This design comes from an exercise in tuning for small area, a short achievable clock period and few clock cycles on the open sky130 flow, not from production work.
Only simulation tests tie the RTL to the original design; equivalence was not proved.
Power figures rest on the tool's default switching activity, not on a simulated workload.

File: design/flow/config.mk
export PLATFORM = sky130hd
export DESIGN_NAME = alu_unit
export DESIGN_NICKNAME = alu_unit
export VERILOG_FILES = /design/flow/design.v
export SDC_FILE = /design/flow/constraint.sdc
export NUM_CORES = 4
export LEC_CHECK = 0
export ABC_AREA = 1
export CAP_MARGIN = 20
export CORE_MARGIN = 2
export CORE_UTILIZATION = 40
export CTS_BUF_LIST = sky130_fd_sc_hd__clkbuf_8
export CTS_CLUSTER_DIAMETER = 100
export CTS_CLUSTER_SIZE = 40
export PLACE_DENSITY = 0.5
export SLEW_MARGIN = 20
File: design/flow/constraint.sdc
create_clock -name core_clock -period 64.0 [get_ports {clk}]
set_input_delay 12.8000 -clock core_clock [delete_from_list [all_inputs] [get_ports {clk}]]
set_output_delay 12.8000 -clock core_clock [all_outputs]
set_load 0.01 [all_outputs]
File: design/flow/design.v
module ALU_add #(
    parameter W = 32,
    parameter L = 24
) (
    input  wire [W-1:0] x,
    input  wire [W-1:0] y,
    input  wire         ci,
    output wire [W-1:0] s,
    output wire         co
);
  wire [L:0] cl;
  wire [W:L] c0, c1;
  wire [W-1:L] s0, s1;
  assign cl[0] = ci;
  genvar i;
  generate
    for (i = 0; i < L; i = i + 1) begin : g_lo
      assign s[i] = x[i] ^ y[i] ^ cl[i];
      assign cl[i+1] = (x[i] & y[i]) | (x[i] & cl[i]) | (y[i] & cl[i]);
    end
    assign c0[L] = 1'b0;
    assign c1[L] = 1'b1;
    for (i = L; i < W; i = i + 1) begin : g_hi
      assign s0[i] = x[i] ^ y[i] ^ c0[i];
      assign c0[i+1] = (x[i] & y[i]) | (x[i] & c0[i]) | (y[i] & c0[i]);
      assign s1[i] = x[i] ^ y[i] ^ c1[i];
      assign c1[i+1] = (x[i] & y[i]) | (x[i] & c1[i]) | (y[i] & c1[i]);
    end
  endgenerate
  assign s[W-1:L] = cl[L] ? s1 : s0;
  assign co = cl[L] ? c1[W] : c0[W];
endmodule
module ALU_bitlen (
    input  wire [31:0] x,
    output reg  [ 5:0] n
);
  integer i;
  always @(*) begin
    n = 6'd0;
    for (i = 0; i < 32; i = i + 1) if (x[i]) n = i + 1;
  end
endmodule
module alu_unit (
    input  wire        clk,
    input  wire        rst,
    input  wire        in_valid,
    output wire        in_ready,
    input  wire [ 4:0] in_op,
    input  wire [31:0] in_a,
    input  wire [31:0] in_b,
    output reg         out_valid,
    output reg  [31:0] out_result,
    output reg         out_exc
);
  reg        rdy;    
  reg        busy;   
  reg        v1;
  reg [ 4:0] op1;
  reg [31:0] a1;
  reg [31:0] b1;
  reg        first;  
  reg [ 4:0] cnt;    
  assign in_ready = rdy;
  wire acc     = in_valid & ~busy;
  wire in_long = (in_op[4:1] == 4'b0111);   
  wire o_add  = (op1 == 5'b00000);
  wire o_sub  = (op1 == 5'b00001);
  wire o_slt  = (op1 == 5'b00010);
  wire o_sltu = (op1 == 5'b00011);
  wire o_sll  = (op1 == 5'b01000);
  wire o_srl  = (op1 == 5'b01001);
  wire o_sra  = (op1 == 5'b01010);
  reg  c_mul, c_div, c_sub, c_invb, c_ones;
  wire o_mul  = c_mul;
  wire o_div  = c_div;
  wire o_sh   = o_sll | o_srl | o_sra;
  wire [5:0] la, lb;
  ALU_bitlen u_la (.x(a1), .n(la));
  ALU_bitlen u_lb (.x(b1), .n(lb));
  wire       b_zero   = (lb == 6'd0);
  wire [6:0] ldiff    = {1'b0, la} - {1'b0, lb};
  wire       div_triv = b_zero | ldiff[6];   
  wire [4:0] d        = ldiff[4:0];          
  wire        mul_swap = v1 & o_mul & first & ldiff[6] & (ldiff[5:2] != 4'b1111);
  wire        sh_b    = o_div | (o_mul & ~mul_swap);   
  wire        sh_left = o_sll | (o_div & first);
  wire [31:0] sh_in = sh_b ? b1 : a1;
  wire [31:0] sh_hi = sh_left ? {1'b0, sh_in[31:1]} : {32{o_sra & a1[31]}};
  wire [31:0] sh_lo = sh_left ? {sh_in[0], 31'b0} : sh_in;
  wire [ 4:0] sh_amt = o_mul ? (mul_swap ? 5'd0 : 5'd4) : o_div ? (first ? ~d : 5'd1) : (o_sll ? ~b1[4:0] : b1[4:0]);
  wire [62:0] f0 = {sh_hi[30:0], sh_lo};
  wire [46:0] f1 = sh_amt[4] ? f0[62:16] : f0[46:0];
  wire [38:0] f2 = sh_amt[3] ? f1[46:8] : f1[38:0];
  wire [34:0] f3 = sh_amt[2] ? f2[38:4] : f2[34:0];
  wire [32:0] f4 = sh_amt[1] ? f3[34:2] : f3[32:0];
  wire [31:0] sh_res = sh_amt[0] ? f4[32:1] : f4[31:0];
  wire o_and  = (op1 == 5'b00100);
  wire o_nor  = (op1 == 5'b00101);
  wire o_or   = (op1 == 5'b00110);
  wire o_xor  = (op1 == 5'b00111);
  wire o_lui  = (op1 == 5'b01011);
  wire o_andn = (op1 == 5'b01100);
  wire o_orn  = (op1 == 5'b01101);
  wire arith_sub = c_sub;     
  wire inv_b  = c_invb;       
  wire ones_q = c_ones;       
  wire sel_c  = o_and | o_nor | o_andn | o_or | o_orn;
  function [32:0] booth_row;   
    input [31:0] a;
    input [2:0] bits;
    input ones;   
    reg one, two, neg;
    begin
      one = bits[1] ^ bits[0];
      two = (bits == 3'b100) | (bits == 3'b011);
      neg = bits[2] & ~(bits[1] & bits[0]) | (bits == 3'b000) & ones;
      booth_row = {neg, ({32{one}} & a | {32{two}} & {a[30:0], 1'b0}) ^ {32{neg}}};
    end
  endfunction
  reg  [ 2:0] r0b, r1b;
  wire [32:0] r0 = booth_row(a1, r0b, 1'b0);
  wire [32:0] r1 = booth_row(a1, r1b, ones_q);
  wire        n0 = r0[32];
  wire        n1 = r1[32];
  wire [31:0] m_acc = o_mul ? (first ? 32'b0 : out_result) : (b1 ^ {32{inv_b}});
  wire [31:0] m_p = r0[31:0];
  wire [31:0] m_q = {r1[29:0], n1, n1};   
  wire [31:0] csa_s = m_acc ^ m_p ^ m_q;
  wire [31:0] csa_c = (m_acc & m_p) | (m_acc & m_q) | (m_p & m_q);
  wire        mul_last = ((b1[31:4] == 28'b0) & ~b1[3]) | (a1[27:0] == 28'b0);
  wire        mul_next_last = ((b1[31:8] == 24'b0) & ~b1[7]) | (a1[23:0] == 24'b0);
  wire [31:0] sum;
  wire        acout;
  ALU_add #(.W(32), .L(16)) u_add (.x(csa_s), .y({csa_c[30:0], n1}), .ci(o_mul ? n0 : arith_sub),
                                   .s(sum), .co(acout));
  wire        cout = acout | csa_c[31];   
  wire ovf  = (a1[31] ~^ m_acc[31]) & (a1[31] ^ sum[31]);
  wire slt  = (a1[31] & ~b1[31]) | ((a1[31] ~^ b1[31]) & sum[31]);
  wire sltu = ~cout;
  wire q    = cout;   
  wire [31:0] quo = {out_result[30:0], q};
  wire sel_sum = o_add | o_sub | o_mul | o_lui;
  wire sel_b0  = o_slt | o_sltu;
  wire [31:0] lg_res = ({32{sel_c}} & csa_c) | ({32{o_xor}} & csa_s);
  wire [31:0] res_ops = ({32{sel_sum}} & sum) | ({32{o_sh}} & sh_res) | lg_res
                      | {31'b0, sel_b0 & (o_slt ? slt : sltu)};
  wire exc_ops = (o_add | o_sub) & ovf;
  wire mul_go = v1 & o_mul;
  wire div_go = v1 & o_div;
  always @(posedge clk) begin
    if (~busy) begin
      op1     <= in_op;
      c_mul   <= (in_op == 5'b01110);
      c_div   <= (in_op == 5'b01111);
      c_sub   <= (in_op == 5'b00001) | (in_op == 5'b00010) | (in_op == 5'b00011) | (in_op == 5'b01111);
      c_invb  <= (in_op == 5'b00001) | (in_op == 5'b00010) | (in_op == 5'b00011) | (in_op == 5'b01111)
               | (in_op == 5'b00101) | (in_op == 5'b01100) | (in_op == 5'b01101);
      c_ones  <= (in_op == 5'b00110) | (in_op == 5'b01101);
      a1  <= in_a;
      b1  <= in_b;
      if (in_op == 5'b01110) begin
        r0b <= {in_b[1:0], 1'b0};
        r1b <= in_b[3:1];
      end else begin
        r0b <= (in_op == 5'b01011) ? 3'b000 : (in_op == 5'b00101) ? 3'b101 : 3'b010;
        r1b <= 3'b000;
      end
    end else begin
      if (mul_swap) begin
        r0b <= {a1[1:0], 1'b0};
        r1b <= a1[3:1];
      end else if (o_mul) begin
        r0b <= b1[5:3];
        r1b <= b1[7:5];
      end
      if (o_mul) a1 <= mul_swap ? b1 : {a1[27:0], 4'b0};
      else if (~first & q) a1 <= sum;   
      b1 <= sh_res;   
    end
    first <= ~busy | mul_swap;
    cnt   <= first ? d : cnt - 5'd1;
    if (div_go)
      out_result <= first ? 32'b0 : quo;
    else
      out_result <= res_ops;
    out_exc <= div_go ? first & b_zero : exc_ops;
  end
  always @(posedge clk) begin
    if (rst) begin
      rdy       <= 1'b1;
      busy      <= 1'b0;
      v1        <= 1'b0;
      out_valid <= 1'b0;
    end else begin
      out_valid <= 1'b0;
      v1        <= 1'b0;
      if (mul_swap) begin
        v1 <= 1'b1;
      end else if (mul_go) begin
        if (mul_last) begin
          out_valid <= 1'b1;
          rdy       <= 1'b1;
      busy      <= 1'b0;
        end else begin
          v1 <= 1'b1;
          if (mul_next_last) begin
            rdy  <= 1'b1;
            busy <= 1'b0;
          end
        end
      end else if (div_go) begin
        if (first ? div_triv : cnt == 5'd0) begin
          out_valid <= 1'b1;
          rdy       <= 1'b1;
      busy      <= 1'b0;
        end else begin
          v1 <= 1'b1;
          if (first ? d == 5'd0 : cnt == 5'd1) begin
            rdy  <= 1'b1;
            busy <= 1'b0;
          end
        end
      end else begin
        out_valid <= v1;
      end
      if (acc) begin
        v1  <= 1'b1;
        rdy  <= ~in_long;
        busy <= in_long;
      end
    end
  end
endmodule
File: design/flow/flow/run.sh
#!/bin/bash
set -e
export BUFFER_PORTS_ARGS="-buffer_cell sky130_fd_sc_hd__buf_1"
cp standard.sh standard.sh.copy.txt
bash standard.sh > standard.log 2>&1
File: design/flow/standard.sh
#!/bin/bash
# synth_recipe.tcl (not shown) runs the flow's synth.tcl, then flattens the netlist and writes it again
# the make line also repeats each setting of config.mk as NAME=value (left out here)
make -C /OpenROAD-flow-scripts/flow DESIGN_CONFIG=/design/flow/config.mk WORK_HOME=/design/flow/orfs CLKGATE_MAP_FILE= SYNTH_SCRIPT=/design/flow/synth_recipe.tcl "${@:-finish}"
==> results.cfg, run 1 <==
[global_routing]
grt_pass1_wl_um = 89700
grt_use_met1_pct = 46.8
antenna_found_initial = 0
use_met2_pct = 56.7
overflow = 0
use_met3_pct = 6.67
grt.total_usage_pct = 36.2
top_usage_layer = met2
grt_start_max_net_pins = 61
grt_pass1_vias = 13784

[power_and_ir_drop]
p_leak_nw = 6.16
switching_power_mw = 0.187
power_density_nw_per_um2 = 27.0
pwr-share-comb_pct = 53.5
power_frac_seq_pct = 27.7
internal-power_mw = 0.196
clockPowerShare_pct = 18.8
switching_share_pct = 48.9
ir_drop_v = 0.0000150

[logic_synthesis]
synth.cell_area_um2 = 13100
ys_seq_area_share_pct = 22.5
async_reset_ff_share_pct = 0
synth_cell_types = 54
post-synth-top-count-cell = nand2_1
synth_top_area_share_pct = 16.1
synth_ff_type = dfxtp_1
synth_cells = 1977
synth_edf_count = 48
synthTopCellsByCount = nand2_1, inv_1, o21ai_1
syn_avg_cell_area_um2 = 6.61
ys_ff_latch = 123
yosys.area.top_type = nand2_1
synth.area.top_cells = nand2_1, dfxtp_1, edfxtp_1
yosys_warnings = 2
syn-num-nets = 2127

[floorplanning]
start_util_pct = 40.4
io_pins = 107
core_um2 = 32400
die_h_um = 185
rows = 66
die_area_um2 = 34100
die_width_um = 185

[sta]
hold_violations = 0
period_needed_ns = 14.00
finalSetupTns_ns = 0
timing.fmax_ghz = 0.0714
fin_crit_sh_pct = 21.9
setup_viol_count_final = 0
worst_pin_slew_ns = 1.08
slew-limit-headroom_pct = 27.8
rsz0062_at_grt = false
skew_ns = 0.0269
drv_slew = 0

[route]
firstDrtPassIters = 6
initialDrtViolationCount = 1444
wl_per_cell_um = 24.7
postRouteWirelength_um = 61000
drcViolationCount = 0
vias = 14517
viasPerCell = 5.88
ant_nets = 0

[worst_setup_path]
critPathSlowestCell = dfxtp_1
worstPathArrival_ns = 1.20
r2r_slack_ns = 50.64
cp_cell_sequence = buf_1
r2r_end = a1[28]
startpoint_type = flip-flop
r2r_start = r0b[0]
crit_path_end_kind = primary output
cpLargestDelayFamily = flip-flops
reg2regPathDepth = 52
worst_path_largest_cell_delay_ns = 0.49
crit_fanout = 3
crit_required_ns = 51.20
crit_buf_inv = 1
crit_type = flip-flop to primary output

[clock_network]
cts_sinks = 123
cts_setup_buffers = 0
cts_root_buf = clkbuf_8
cts.path.max_buffers = 2
cts_hold_repair.buffers = 0
cts_buffers = 17
clk_pin_slew_worst_paths_ns = 0.08
cts_resized = 0
clk_latency_ns = 0.52
htreeDepth = 4
cts_tree = done

[worst_hold_path]
hp-class = flip-flop to flip-flop
holdPathEnd = cnt[0]
worstHoldPathCells = 1
min-delay-start = cnt[0]

[layout]
layout.area.seq_um2 = 2940
drive_gt1_share_pct = 6.46
antenna_cells = 0
fill_cells = 3635
num-nets-final = 2164
syn2layout_area_growth_pct = 8.53
multiInputGateArea_um2 = 8880
fin_cells = 2469

[placed_design]
dpl.hpwl_um = 45200
gp_congestion = 0.952
portBuffers = 106
place_inst = 2436

[run]
cap_violations = 0

[outcome]
status = finished clean
==> layout by cell type, fill, tap and decap left out, drive strengths merged, types with 3 or more instances in the layout <==
cell / instances
fa: 48
o311ai: 17
xnor2: 20
o22ai: 103
nor3: 8
buf: 138
nor2: 100
a31oi: 22
nor4: 6
edfxtp: 48
inv: 210
a221oi: 3
a21oi: 78
xor2: 70
or2: 15
ha: 30
o21a: 5
nand2: 570
o21bai: 5
a211oi: 3
o211ai: 4
a32oi: 26
nand4: 13
clkinv: 15
dfxtp: 75
o21ai: 246
clkbuf: 17
nand3: 87
mux2i: 14
o221ai: 19
==> final cells by class <==
class                      instances  area share (%)
clock buffer                      17            1.65
clock inverter                    15           0.988
inverter                         212            5.63
multi-input combinational       1522            62.6
sequential                       123            20.7
tap                              442            3.90
timing repair buffer             138            4.55
==> through the flow <==
stage                     hold slack, ns  worst slack (ns)  util [%]  power (mW)  cell area (um^2)
after floorplan                    0.440             50.35         -       0.247             13100
after global placement             0.462             50.08      42.6       0.307             13800
after detailed placement           0.472             50.00      42.6       0.309             13800
after CTS                          0.481             50.03      43.8       0.381             14200
after global routing               0.501             50.01      43.8       0.412             14200
final                              0.482             50.00      43.8       0.383             14200
==> layer usage <==
metal / up-vias / part of all wire (%) / routed length, um
li1: 6779 / - / -
met1: 6908 / 41 / 25300
met2: 683 / 45 / 27200
met3: 147 / 8.0 / 4910
met4: 0 / 5.9 / 3620
met5: - / 0 / 0
==> sequential cells by signal (all words and copies together), names as in the netlist, 3 cells and up <==
name and cells:
r1b 3, a1 32, b1 32, out_result 32
op1 5, r0b 3, cnt 5
==> power by group through the flow <==
stage / combinational [mW] / clock (mW) / sequential (mW)
global route: 0.229 / 0.0757 / 0.107
floorplan: 0.143 / 0 / 0.104
detailed placement: 0.201 / 0 / 0.108
CTS: 0.202 / 0.0724 / 0.106
global placement: 0.199 / 0 / 0.108
finish: 0.205 / 0.0718 / 0.106
==> worst max-delay path by stage <==
stage,to,cells past startpoint,slack (ns),from
floorplan,c_invb,4,50.35,in_op[0]
global placement,r0b[1],6,50.08,in_op[1]
detailed placement,r0b[2],6,50.00,in_op[1]
CTS,out_result[11],1,50.03,out_result[11]
global route,out_result[11],1,50.01,out_result[11]
finish,out_result[11],1,50.00,out_result[11]
==> cell families (layout without fill, tap and decap cells) <==
group,after synthesis,in the layout,share of synthesized area (%)
fa+ha+maj,78,78,10.2
xor+xnor,90,90,6.03
mux,14,14,1.07
simple gates,800,800,24.9
compound gates,540,540,25.4
flops,123,123,22.5
buf+inv,332,382,9.94
Testbench counts, summed over its fixed seeds: cycles 37,641.
==> inputs of run 2 (changes only) <==
--- a/design/flow/config.mk
+++ b/design/flow/config.mk
@@ -13,4 +13,4 @@
 export CTS_CLUSTER_DIAMETER = 100
 export CTS_CLUSTER_SIZE = 40
-export PLACE_DENSITY = 0.5
+export PLACE_DENSITY = 0.6
 export SLEW_MARGIN = 20
==> run 2 against run 1 <==
Still clean. Utilization shrank 0.077 points. Design area fell by 0.18%. Non-clock buffer count fell by 4. Synthesized cell count unchanged. Final cell count down 0.16%. Clock skew fell by 0.0043 ns. Clock power grew 4.0%. Largest power group unchanged.
==> results.cfg, run 2 <==
[floorplanning]
start_util_pct = 40.4
io_pins = 107
core_um2 = 32400
rows = 66
die_h_um = 185
die_width_um = 185
die_area_um2 = 34100

[clock_network]
cts_hold_repair.buffers = 0
cts_tree = done
htreeDepth = 4
cts_root_buf = clkbuf_8
cts_buffers = 17
clk_pin_slew_worst_paths_ns = 0.08
cts_setup_buffers = 0
cts_resized = 0
cts.path.max_buffers = 2
cts_sinks = 123
clk_latency_ns = 0.51

[layout]
antenna_cells = 0
drive_gt1_share_pct = 6.08
final_common_cell = nand2_1
final_cell_mix = nand2_1, inv_1, o21ai_1
fill_cells = 3544
num-nets-final = 2160
finalCoreUtilization_pct = 43.8
top_regs = a1 (32), b1 (32), out_result (32)
syn2layout_area_growth_pct = 8.33

[route]
viasPerCell = 5.99
wl_per_cell_um = 22.9
ant_nets = 0
vias = 14770
initialDrtViolationCount = 1747
postRouteWirelength_um = 56400
drcViolationCount = 0
firstDrtPassIters = 8

[worst_setup_path]
cp_cell_sequence = buf_1
crit_required_ns = 51.20
critPathSlowestCell = dfxtp_1
crit_path_end_kind = primary output
startpoint_type = flip-flop
crit_buf_inv = 1
reg2regPathDepth = 52
worstPathArrival_ns = 1.18
r2r_start = r0b[0]
cpLargestDelayFamily = flip-flops
worst_path_largest_cell_delay_ns = 0.46
startpoint = out_result[16]
crit_fanout = 2
cp_num_cells = 1
crit_type = flip-flop to primary output

[power_and_ir_drop]
internal-power_mw = 0.202
finalPower_mw = 0.383
power_frac_seq_pct = 27.7
pwr-share-comb_pct = 52.8
clockPowerShare_pct = 19.5
power_density_nw_per_um2 = 27.0
p_leak_nw = 6.16
switching_share_pct = 47.2
ir_drop_v = 0.0000178
switching_power_mw = 0.181

[sta]
slew-limit-headroom_pct = 30.9
rsz0062_at_grt = false
skew_ns = 0.0225
fin_crit_sh_pct = 21.8
period_needed_ns = 13.98
hold_violations = 0
finalSetupTns_ns = 0
timing.fmax_ghz = 0.0715
setup_viol_count_final = 0
worst_pin_slew_ns = 1.04
drv_slew = 0

[logic_synthesis]
synth_mux_area_share_pct = 1.07
synth_cell_types = 54
synth_cells = 1977
synth_top_family_by_area = compound AO/OA/AOI/OAI gates
synth_xor_area_share_pct = 6.03
async_reset_ff_share_pct = 0
yosys_warnings = 2
synth_compound_area_share_pct = 25.4
synth.cell_area_um2 = 13100
yosys.area.top_type = nand2_1
synth_ff_type = dfxtp_1
ys_ff_latch = 123
synthAdderAreaFrac_pct = 10.2
synth.area.top_cells = nand2_1, dfxtp_1, edfxtp_1
syn_avg_cell_area_um2 = 6.61
synthTopCellsByCount = nand2_1, inv_1, o21ai_1
syn-num-nets = 2127
ys_seq_area_share_pct = 22.5
post-synth-top-count-cell = nand2_1
synth_simple_gate_area_share_pct = 24.9
synth_edf_count = 48
synth_top_area_share_pct = 16.1

[outcome]
status = finished clean

[global_routing]
grt_start_max_net_pins = 65
grt_pass1_wl_um = 84600
grt_pass1_vias = 13940
antenna_found_initial = 0
grt.total_usage_pct = 33.1
overflow = 0

[run]
cap_violations = 0

[placed_design]
dpl.hpwl_um = 41000
portBuffers = 106
gp_congestion = 1.01

[worst_hold_path]
hp-class = flip-flop to flip-flop
min-delay-start = out_result[30]
worstHoldPathCells = 2
## run 2: cell count changes in the layout (fill, tap and decap cells not counted), sizes merged
cell    change
inv         -2
buf         -4
bufinv      +2
clkbuf      +1
clkinv      -1
## run 2: metal layers
layer / wire [um] / vias to the layer above / global-route usage [%]
li1: - / 6775 / -
met1: 23400 / 6956 / 43.7
met2: 24900 / 845 / 51.8
met3: 5010 / 194 / 6.06
met4: 3090 / 0 / 16.8
met5: 0 / - / 0
## run 2: path summary, 6_finish.rpt
kind | endpoint | slack [ns]
hold reg to reg | out_result[31] | 0.48
hold / removal | out_result[31] | 0.48
setup / recovery | out_result[16] | 50.02
setup reg to reg | a1[25] | 50.60
## run 2: cells by family after synthesis
logic type               after synthesis
buffers and inverters                332
multiplexers                          14
AO/OA/AOI/OAI                        540
AND/OR/NAND/NOR                      800
flip-flops                           123
XOR/XNOR                              90
adder cells (fa/ha/maj)               78
## run 2: metrics by stage
step	setup WS, ns	instances	area (um^2)	hold slack (ns)
after floorplan	50.35	1977	13100	0.440
after global placement	50.09	2433	13800	0.452
after detailed placement	50.02	2433	13800	0.462
after CTS	50.05	2465	14200	0.478
after global routing	49.93	2465	14200	0.508
final	50.02	2465	14200	0.476
## run 2: worst register-to-register path, delay by kind of cell (launching register included)
kind	cells	cell delay [ns]
XOR/XNOR	1	0.22
buffers and inverters	4	1.41
AO/OA/AOI/OAI	6	0.90
AND/OR/NAND/NOR	24	2.31
flip-flops	1	0.38
adder cells (fa/ha/maj)	17	7.83
## run 2: power by group through the flow
stage / Combinational (mW) / Clock [mW] / Sequential (mW)
CTS: 0.199 / 0.0747 / 0.105
floorplan: 0.143 / 0 / 0.104
detailed placement: 0.197 / 0 / 0.107
finish: 0.202 / 0.0747 / 0.106
global placement: 0.195 / 0 / 0.107
global route: 0.225 / 0.0774 / 0.107
## run 2: cell type report
cell class | instances | area [um^2] | area share [%]
Clock buffer | 18 | 248 | 1.75
Clock inverter | 14 | 140 | 0.989
Inverter | 212 | 797 | 5.63
Multi-Input combinational cell | 1522 | 8880 | 62.7
Sequential cell | 123 | 2940 | 20.8
Tap cell | 442 | 553 | 3.90
Timing Repair Buffer | 134 | 608 | 4.29

-- separate check: timing with driven ports --
Ports are ideal in the flow. The routed layouts listed here were re-timed in OpenROAD.
Step 1 assumes that a clkbuf_16 drives the clock port and a buf_2 every other input.
Step 2, shift: input delay + t, output delay - t, t = (earliest + latest rising clock arrival at the registers) / 2. This alone moves slack from input paths to output paths.
Slacks: ideal / step 1 / step 2; pairs: ideal / step 1.
| run | t, ns | slack for setup (ns) | slew at the worst register clock pin (ns) | pins driven straight from the clock port |
|---|---|---|---|---|
| run 1 | 0.551 | 50.004 / 49.958 / 50.013 | 0.10 / 0.10 | 1 |
| run 2 | 0.544 | 50.023 / 49.979 / 50.020 | 0.09 / 0.09 | 1 |
After both steps setup and hold are still met in every run listed. The setup slack of run 2, which loses most, moves by -0.044 ns with the drivers and by -0.003 ns with both steps.
